Background: an optimization exercise with open tools, aiming at small area, a short achievable clock period and few clock cycles. Do not read the settings as production practice. At most, simulation tests tie the RTL to the original design; equivalence was not proved.

Setup of wip/cedar:
==> module alu_top, before the edit <==
module alu_top(
    input wire clk,
    input wire reset,
    input wire [7:0] operand_a,
    input wire [7:0] operand_b,
    input wire [1:0] operation,
    input wire start,
    output reg [15:0] result,
    output wire ready,
    output reg overflow,
    output reg zero
);
    wire [7:0] a = operand_a;
    wire [7:0] b = operand_b;
    function [9:0] brow(input [7:0] m, input one, input two, input neg, input ext);
        reg [9:0] m1, m2;
        begin
            m1 = {{2{ext & m[7]}}, m};
            m2 = {ext & m[7], m, 1'b0};
            brow = (({10{one}} & m1) | ({10{two}} & m2)) ^ {10{neg}};
        end
    endfunction
    function [2:0] benc(input [2:0] x);
        benc = {x[1] ^ x[0], (x[2] & ~x[1] & ~x[0]) | (~x[2] & x[1] & x[0]), x[2]};
    endfunction
    reg busy;           
    reg is_div;         
    reg [1:0] cnt;      
    reg flag;           
    reg [7:0] M;        
    reg [16:0] W;       
    wire [7:0] R = W[15:8];
    wire [7:0] QL = W[7:0];
    wire [13:0] P = W[13:0];                         
    wire [2:0] e3 = W[16:14];
    wire [9:0] B1 = {2'b00, b} ^ {10{operation[0]}};
    wire [10:0] S1 = {3'b000, a} + {1'b0, B1} + {10'd0, operation[0]};
    wire [7:0] s = S1[7:0];
    wire as_ov = (a[7] == (b[7] ^ operation[0])) && (s[7] != a[7]);
    wire lt = S1[9];                                 
    wire lt2 = {1'b0, a} < {b, 1'b0};                
    wire [2:0] e0 = benc({a[1:0], 1'b0});
    wire [2:0] e1 = benc(a[3:1]);
    wire [2:0] e2 = benc(a[5:3]);
    wire [9:0] r0 = brow(b, e0[2], e0[1], e0[0], 1'b1);
    wire [9:0] r1 = brow(b, e1[2], e1[1], e1[0], 1'b1);
    wire [9:0] r2 = brow(b, e2[2], e2[1], e2[0], 1'b1);
    wire [13:0] mx = {{4{r0[9]}}, r0};
    wire [13:0] my = {{2{r1[9]}}, r1, 1'b0, e0[0]};
    wire [13:0] mz = {r2, 1'b0, e1[0], 2'b00};
    wire [13:0] mv = {7'b0, a[7], 1'b0, e2[0], 4'b0};
    wire [13:0] s1 = mx ^ my ^ mz;
    wire [13:0] k1 = {(mx[12:0] & my[12:0]) | (mx[12:0] & mz[12:0]) | (my[12:0] & mz[12:0]), 1'b0};
    wire [13:0] s2 = s1 ^ k1 ^ mv;
    wire [13:0] k2 = {(s1[12:0] & k1[12:0]) | (s1[12:0] & mv[12:0]) | (k1[12:0] & mv[12:0]), 1'b0};
    wire bz = (b == 8'd0);
    wire q7 = ({7'b0, a[7]} >= b);
    wire r7 = q7 ? (a[7] - b[0]) : a[7];
    wire [1:0] x6 = {r7, a[6]};
    wire q6 = ({6'b0, x6} >= b);
    wire [1:0] r6 = q6 ? (x6 - b[1:0]) : x6;
    wire [2:0] x5 = {r6, a[5]};
    wire q5 = ({5'b0, x5} >= b);
    wire [2:0] r5 = q5 ? (x5 - b[2:0]) : x5;
    wire d_one = is_div | e3[2];
    wire d_two = ~is_div & e3[1];
    wire d_neg = is_div | e3[0];
    wire [9:0] DA = is_div ? {1'b0, R, QL[7]} : {{2{P[13]}}, P[13:6]};
    wire [9:0] DB = brow(M, d_one, d_two, d_neg, ~is_div);
    wire [10:0] T = {1'b0, DA} + {1'b0, DB} + {10'd0, is_div};
    wire qa = ~T[9];
    wire [7:0] Ra = qa ? T[7:0] : {R[6:0], QL[7]};
    wire [11:0] A2 = busy ? {3'b000, Ra, QL[6]} : s2[13:2];
    wire [11:0] B2 = busy ? {4'b1111, ~M} : k2[13:2];
    wire [12:0] S2 = {1'b0, A2} + {1'b0, B2} + {12'd0, busy};
    wire qb = ~S2[11];
    wire [7:0] Rb = qb ? S2[7:0] : {Ra[6:0], QL[6]};
    wire [13:0] p012 = {S2[11:0], s2[1:0]};
    wire fast = ~operation[1] | (operation[0] & lt2);
    wire last = busy & (~is_div | cnt[1]);
    assign ready = (start & fast) | last;
    always @(posedge clk or posedge reset) begin
        if (reset) busy <= 1'b0;
        else busy <= busy ? ~last : (start & ~fast);
    end
    always @(posedge clk) begin
        if (!busy) begin
            M <= b;
            is_div <= operation[0];
            cnt <= 2'd0;
            flag <= bz | (~operation[0] & (a == 8'd0));
            W <= operation[0] ? {1'b0, 5'b0, r5, a[4:0], q7, q6, q5} : {benc(a[7:5]), p012};
        end else begin
            cnt <= cnt + 2'd1;
            W <= {1'b0, Rb, QL[5:0], qa, qb};
        end
    end
    always @(*) begin
        if (busy) begin
            if (is_div) begin
                result = {Ra, QL[6:0], qa};
                overflow = flag;
                zero = 1'b0;
            end else begin
                result = {T[9:0], P[5:0]};
                overflow = 1'b0;
                zero = flag;
            end
        end else if (operation[1]) begin
            result = lt ? {a, 8'h00} : {s, 8'h01};
            overflow = 1'b0;
            zero = lt;
        end else begin
            result = {{8{s[7]}}, s};
            overflow = as_ov;
            zero = (s == 8'd0);
        end
    end
endmodule
clock: 7.0 ns
lec_check: 0
abc_area: 1
cap_margin: 20
core_margin: 2
core_utilization: 70
cts_buf_list: sky130_fd_sc_hd__clkbuf_8
setup_slack_margin: 2.0
slew_margin: 20
standard.sh (not shown) runs the stock make flow with config.mk's settings and CLKGATE_MAP_FILE= SYNTH_SCRIPT=/design/flow/synth_recipe.tcl, a recipe that flattens the netlist after the stock synthesis.
==> flow/flow/run.sh <==
#!/bin/bash
# Standard layout, with the port buffers made of sky130_fd_sc_hd__buf_2 cells
# (buffer_ports otherwise picks the slow clkdlybuf4s50_1). Every port is still buffered.
set -euo pipefail
export BUFFER_PORTS_ARGS="-buffer_cell sky130_fd_sc_hd__buf_2"
bash standard.sh > standard.log 2>&1
Testbench counts of wip/cedar, summed over its fixed seeds: cycles 4,589.
Changes in wip/delta relative to wip/cedar:
--- a/flow/design.v
+++ b/flow/design.v
@@ -25,14 +25,15 @@
     endfunction
     reg busy;           
     reg is_div;         
+    reg is_mul;         
     reg [1:0] cnt;      
     reg flag;           
     reg [7:0] M;        
-    reg [16:0] W;       
+    reg [19:0] W;       
     wire [7:0] R = W[15:8];
     wire [7:0] QL = W[7:0];
     wire [13:0] P = W[13:0];                         
-    wire [2:0] e3 = W[16:14];
+    wire [3:0] dc = W[19:16];                        
     wire [9:0] B1 = {2'b00, b} ^ {10{operation[0]}};
     wire [10:0] S1 = {3'b000, a} + {1'b0, B1} + {10'd0, operation[0]};
     wire [7:0] s = S1[7:0];
@@ -62,12 +63,9 @@
     wire [2:0] x5 = {r6, a[5]};
     wire q5 = ({5'b0, x5} >= b);
     wire [2:0] r5 = q5 ? (x5 - b[2:0]) : x5;
-    wire d_one = is_div | e3[2];
-    wire d_two = ~is_div & e3[1];
-    wire d_neg = is_div | e3[0];
-    wire [9:0] DA = is_div ? {1'b0, R, QL[7]} : {{2{P[13]}}, P[13:6]};
-    wire [9:0] DB = brow(M, d_one, d_two, d_neg, ~is_div);
-    wire [10:0] T = {1'b0, DA} + {1'b0, DB} + {10'd0, is_div};
+    wire [9:0] DA = is_mul ? {{2{P[13]}}, P[13:6]} : {1'b0, R, QL[7]};
+    wire [9:0] DB = brow(M, dc[3], dc[2], dc[1], dc[0]);
+    wire [10:0] T = {1'b0, DA} + {1'b0, DB} + {10'd0, ~dc[0]};
     wire qa = ~T[9];
     wire [7:0] Ra = qa ? T[7:0] : {R[6:0], QL[7]};
     wire [11:0] A2 = busy ? {3'b000, Ra, QL[6]} : s2[13:2];
@@ -87,12 +85,13 @@
         if (!busy) begin
             M <= b;
             is_div <= operation[0];
+            is_mul <= ~operation[0];
             cnt <= 2'd0;
             flag <= bz | (~operation[0] & (a == 8'd0));
-            W <= operation[0] ? {1'b0, 5'b0, r5, a[4:0], q7, q6, q5} : {benc(a[7:5]), p012};
+            W <= operation[0] ? {4'b1010, 5'b0, r5, a[4:0], q7, q6, q5} : {benc(a[7:5]), 1'b1, 2'b00, p012};
         end else begin
             cnt <= cnt + 2'd1;
-            W <= {1'b0, Rb, QL[5:0], qa, qb};
+            W <= {4'b1010, Rb, QL[5:0], qa, qb};
         end
     end
     always @(*) begin
### Flow results
- wip/delta finished end to end and its layout was clean on timing, DRC and antenna.
- wip/cedar ran to completion and came out clean on the timing, design-rule and antenna checks.
- [compare] base=wip/cedar new=wip/delta: global routing usage on met1 saw a decrease; number of buffer and inverter stages on the critical path climbed 2.
- Against wip/cedar, wip/delta reports a initial core utilization that is higher.
- The met3 wirelength from detailed routing reported for wip/delta is smaller than that of wip/cedar by 21%.
- Higher number of detailed-routing iterations run before antenna repair was reported by wip/cedar, not wip/delta.
- Per the comparison of wip/delta with wip/cedar, first-pass GRT wire length lost 0.32%; sequential share of layout area picked up an extra 1.4 points.
- In wip/delta relative to wip/cedar, flip-flop and latch count had gone up by more than 10%.
- In wip/delta, the total of cells resized after clock tree synthesis came out 3 below the value in wip/cedar.
- wip/delta and wip/cedar ended up with nearly the same setup slack.
- Relative to wip/cedar, global placement routability congestion has gone up in wip/delta.
- Reported for wip/delta and wip/cedar, final cell count turned out identical to the last digit.
- Summary: with wip/cedar as the reference, post-detailed-route wirelength per cell in wip/delta moved down by a few percent.
The RTL of wip/delta was laid out without a check of its function.

* * *

job 101:
alu_top, a different RTL version from the one above (not shown whole).
Size: roughly 740 cells after synthesis, about 33 flip-flops, about 4800 sq um of cells after synthesis.
==> module alu_top, before the edit <==
module alu_top(
    input wire clk,
    input wire reset,
    input wire [7:0] operand_a,
    input wire [7:0] operand_b,
    input wire [1:0] operation,
    input wire start,
    output reg [15:0] result,
    output wire ready,
    output reg overflow,
    output reg zero
);
    wire [7:0] a = operand_a;
    wire [7:0] b = operand_b;
    wire is_mul_in = operation[1] & ~operation[0];
    function [9:0] brow(input [7:0] m, input one, input two, input neg, input ext);
        reg [9:0] m1, m2;
        begin
            m1 = {{2{ext & m[7]}}, m};
            m2 = {ext & m[7], m, 1'b0};
            brow = (({10{one}} & m1) | ({10{two}} & m2)) ^ {10{neg}};
        end
    endfunction
    function [2:0] benc(input [2:0] x);
        benc = {x[1] ^ x[0], (x[2] & ~x[1] & ~x[0]) | (~x[2] & x[1] & x[0]), x[2]};
    endfunction
    reg busy;           
    reg is_div;         
    reg [1:0] cnt;      
    reg flag;           
    reg [7:0] M;        
    reg [19:0] W;       
    wire [2:0] e0 = benc({a[1:0], 1'b0});
    wire u1_one = is_mul_in ? e0[2] : 1'b1;
    wire u1_two = is_mul_in & e0[1];
    wire u1_neg = is_mul_in ? e0[0] : operation[0];
    wire [9:0] A1 = is_mul_in ? 10'd0 : {2'b00, a};
    wire [9:0] B1 = brow(b, u1_one, u1_two, u1_neg, is_mul_in);
    wire [10:0] S1 = {1'b0, A1} + {1'b0, B1} + {10'd0, u1_neg};
    wire [7:0] s = S1[7:0];
    wire as_ov = (a[7] == (b[7] ^ operation[0])) && (s[7] != a[7]);
    wire lt = S1[9];                                 
    wire [2:0] e1 = benc(a[3:1]);
    wire [9:0] A2 = {{2{S1[9]}}, S1[9:2]};
    wire [9:0] B2 = brow(b, e1[2], e1[1], e1[0], 1'b1);
    wire [10:0] S2 = {1'b0, A2} + {1'b0, B2} + {10'd0, e1[0]};
    wire [11:0] p01 = {S2[9:0], S1[1:0]};            
    wire lt2 = {1'b0, a} < {b, 1'b0};                
    wire bz = (b == 8'd0);
    reg [3:0] t;
    always @(*) begin
        case ({a[7:6], b[1:0]})
            4'b0000: t = 4'b1100;
            4'b0001: t = 4'b0000;
            4'b0010: t = 4'b0000;
            4'b0011: t = 4'b0000;
            4'b0100: t = 4'b1101;
            4'b0101: t = 4'b0100;
            4'b0110: t = 4'b0001;
            4'b0111: t = 4'b0001;
            4'b1000: t = 4'b1110;
            4'b1001: t = 4'b1000;
            4'b1010: t = 4'b0100;
            4'b1011: t = 4'b0010;
            4'b1100: t = 4'b1111;
            4'b1101: t = 4'b1100;
            4'b1110: t = 4'b0101;
            4'b1111: t = 4'b0100;
            default: t = 4'b0000;
        endcase
    end
    wire bh = |b[7:2];
    wire q7 = ~bh & t[3];
    wire q6 = ~bh & t[2];
    wire [1:0] r2 = bh ? a[7:6] : t[1:0];
    wire [7:0] R = W[15:8];
    wire [7:0] QL = W[7:0];
    wire [11:0] P = W[11:0];
    wire [2:0] ah = W[14:12];                        
    wire [2:0] e3 = benc(ah);
    wire [3:0] dc = W[19:16];                        
    wire d1_one = dc[3];
    wire d1_two = dc[2];
    wire d1_neg = dc[1];
    wire [9:0] DA1 = is_div ? {1'b0, R, QL[7]} : {{2{P[11]}}, P[11:4]};
    wire [9:0] DB1 = brow(M, d1_one, d1_two, d1_neg, dc[0]);
    wire [10:0] T1 = {1'b0, DA1} + {1'b0, DB1} + {10'd0, d1_neg};
    wire qa = ~T1[9];
    wire [7:0] Ra = qa ? T1[7:0] : {R[6:0], QL[7]};
    wire d2_one = is_div | e3[2];
    wire d2_two = ~is_div & e3[1];
    wire d2_neg = is_div | e3[0];
    wire [9:0] DA2 = is_div ? {1'b0, Ra, QL[6]} : {{2{T1[9]}}, T1[9:2]};
    wire [9:0] DB2 = brow(M, d2_one, d2_two, d2_neg, ~is_div);
    wire [10:0] T2 = {1'b0, DA2} + {1'b0, DB2} + {10'd0, d2_neg};
    wire qb = ~T2[9];
    wire [7:0] Rb = qb ? T2[7:0] : {Ra[6:0], QL[6]};
    wire [15:0] div_res = {Rb, QL[5:0], qa, qb};
    wire [15:0] mul_res = {T2[9:0], T1[1:0], P[3:0]};
    wire fast = ~operation[1] | (operation[0] & lt2);
    wire last = busy & (~is_div | cnt[1]);
    assign ready = (start & fast) | last;
    always @(posedge clk or posedge reset) begin
        if (reset) busy <= 1'b0;
        else busy <= busy ? ~last : (start & ~fast);
    end
    always @(posedge clk) begin
        if (!busy) begin
            M <= b;
            is_div <= operation[0];
            cnt <= 2'd0;
            flag <= bz | (~operation[0] & (a == 8'd0));
            W <= operation[0] ? {4'b1010, 6'b0, r2, a[5:0], q7, q6} : {benc(a[5:3]), 1'b1, 1'b0, a[7:5], p01};
        end else begin
            cnt <= cnt + 2'd1;
            W <= {4'b1010, div_res};
        end
    end
    always @(*) begin
        if (busy) begin
            if (is_div) begin
                result = div_res;
                overflow = flag;
                zero = 1'b0;
            end else begin
                result = mul_res;
                overflow = 1'b0;
                zero = flag;
            end
        end else if (operation[1]) begin
            result = lt ? {a, 8'h00} : {s, 8'h01};
            overflow = 1'b0;
            zero = lt;
        end else begin
            result = {{8{s[7]}}, s};
            overflow = as_ov;
            zero = (s == 8'd0);
        end
    end
endmodule
==> flow/config.mk <==
export PLATFORM = sky130hd
export DESIGN_NAME = alu_top
export DESIGN_NICKNAME = alu_top
export VERILOG_FILES = /design/flow/design.v
export SDC_FILE = /design/flow/constraint.sdc
export NUM_CORES = 4
export LEC_CHECK = 0
export ABC_AREA = 1
export CAP_MARGIN = 20
export CORE_MARGIN = 2
export CORE_UTILIZATION = 40
export CTS_BUF_LIST = sky130_fd_sc_hd__clkbuf_8
export SETUP_SLACK_MARGIN = 0.2
export SLEW_MARGIN = 20
==> flow/constraint.sdc <==
create_clock -name core_clock -period 7.0 [get_ports {clk}]
set_input_delay 1.4000 -clock core_clock [delete_from_list [all_inputs] [get_ports {clk}]]
set_output_delay 1.4000 -clock core_clock [all_outputs]
set_load 0.01 [all_outputs]
Scripts as last shown in full above: flow/flow/run.sh
diff inputs: job 101 => job 104
diff --git a/flow/design.v b/flow/design.v
--- a/flow/design.v
+++ b/flow/design.v
@@ -26,13 +26,13 @@
     endfunction
     reg busy;           
     reg is_div;         
     reg [1:0] cnt;      
     reg flag;           
     reg [7:0] M;        
-    reg [19:0] W;       
+    reg [16:0] W;       
     wire [2:0] e0 = benc({a[1:0], 1'b0});
     wire u1_one = is_mul_in ? e0[2] : 1'b1;
     wire u1_two = is_mul_in & e0[1];
     wire u1_neg = is_mul_in ? e0[0] : operation[0];
     wire [9:0] A1 = is_mul_in ? 10'd0 : {2'b00, a};
     wire [9:0] B1 = brow(b, u1_one, u1_two, u1_neg, is_mul_in);
@@ -73,20 +73,20 @@
     wire q7 = ~bh & t[3];
     wire q6 = ~bh & t[2];
     wire [1:0] r2 = bh ? a[7:6] : t[1:0];
     wire [7:0] R = W[15:8];
     wire [7:0] QL = W[7:0];
     wire [11:0] P = W[11:0];
-    wire [2:0] ah = W[14:12];                        
-    wire [2:0] e3 = benc(ah);
-    wire [3:0] dc = W[19:16];                        
-    wire d1_one = dc[3];
-    wire d1_two = dc[2];
-    wire d1_neg = dc[1];
+    wire [4:0] ah = W[16:12];                        
+    wire [2:0] e2 = benc(ah[2:0]);
+    wire [2:0] e3 = benc(ah[4:2]);
+    wire d1_one = is_div | e2[2];
+    wire d1_two = ~is_div & e2[1];
+    wire d1_neg = is_div | e2[0];
     wire [9:0] DA1 = is_div ? {1'b0, R, QL[7]} : {{2{P[11]}}, P[11:4]};
-    wire [9:0] DB1 = brow(M, d1_one, d1_two, d1_neg, dc[0]);
+    wire [9:0] DB1 = brow(M, d1_one, d1_two, d1_neg, ~is_div);
     wire [10:0] T1 = {1'b0, DA1} + {1'b0, DB1} + {10'd0, d1_neg};
     wire qa = ~T1[9];
     wire [7:0] Ra = qa ? T1[7:0] : {R[6:0], QL[7]};
     wire d2_one = is_div | e3[2];
     wire d2_two = ~is_div & e3[1];
     wire d2_neg = is_div | e3[0];
@@ -107,16 +107,16 @@
     always @(posedge clk) begin
         if (!busy) begin
             M <= b;
             is_div <= operation[0];
             cnt <= 2'd0;
             flag <= bz | (~operation[0] & (a == 8'd0));
-            W <= operation[0] ? {4'b1010, 6'b0, r2, a[5:0], q7, q6} : {benc(a[5:3]), 1'b1, 1'b0, a[7:5], p01};
+            W <= operation[0] ? {1'b0, 6'b0, r2, a[5:0], q7, q6} : {a[7:3], p01};
         end else begin
             cnt <= cnt + 2'd1;
-            W <= {4'b1010, div_res};
+            W <= {1'b0, div_res};
         end
     end
     always @(*) begin
         if (busy) begin
             if (is_div) begin
                 result = div_res;
Notes after the runs:
No stage failed in job 104, and the final checks on the layout all came back clean.
Going from job 101 to job 104, first-iteration DRC count shrinks by 126.
Period utilization: lower on job 101
In the metrics for job 101 and job 104, the one carrying the higher final layout net count is job 101.
Between job 101 and job 104, the synthesized area is higher for job 101.
Worst setup slack before clock tree synthesis ends up higher on job 101.
Testbench counts of job 104, summed over its fixed seeds: cycles 4,589.
The RTL of job 101 was laid out without a check of its function.

## separate check: timing with driven ports
The results above use ideal ports. As a check the final layouts listed here were re-extracted and re-timed, cells and wires unchanged.
Step 1 (the two cells are an assumption about what drives the block):
set clk [get_ports {clk}]
set_driving_cell -lib_cell sky130_fd_sc_hd__clkbuf_16 $clk
set_driving_cell -lib_cell sky130_fd_sc_hd__buf_2 [delete_from_list [all_inputs] $clk]
Step 2, shift: input delay + t, output delay - t, t = (earliest + latest rising clock arrival at the registers) / 2. This alone moves slack from input paths to output paths.
Three values: ideal, step 1, step 2; two values: the first two.
run | t (ns) | slack for setup (ns) | pins driven straight from the clock port
wip/cedar | 0.310 | 2.130 / 2.094 / 1.856 | 1
wip/delta | 0.323 | 2.129 / 2.099 / 1.856 | 1
job 101 | 0.324 | 0.695 / 0.661 / 0.963 | 1
job 104 | 0.306 | 0.650 / 0.617 / 0.764 | 1
After both steps every run listed still meets setup and hold. For wip/cedar, which loses most, drivers alone change the setup slack by -0.036 ns; drivers and shift together by -0.274 ns.
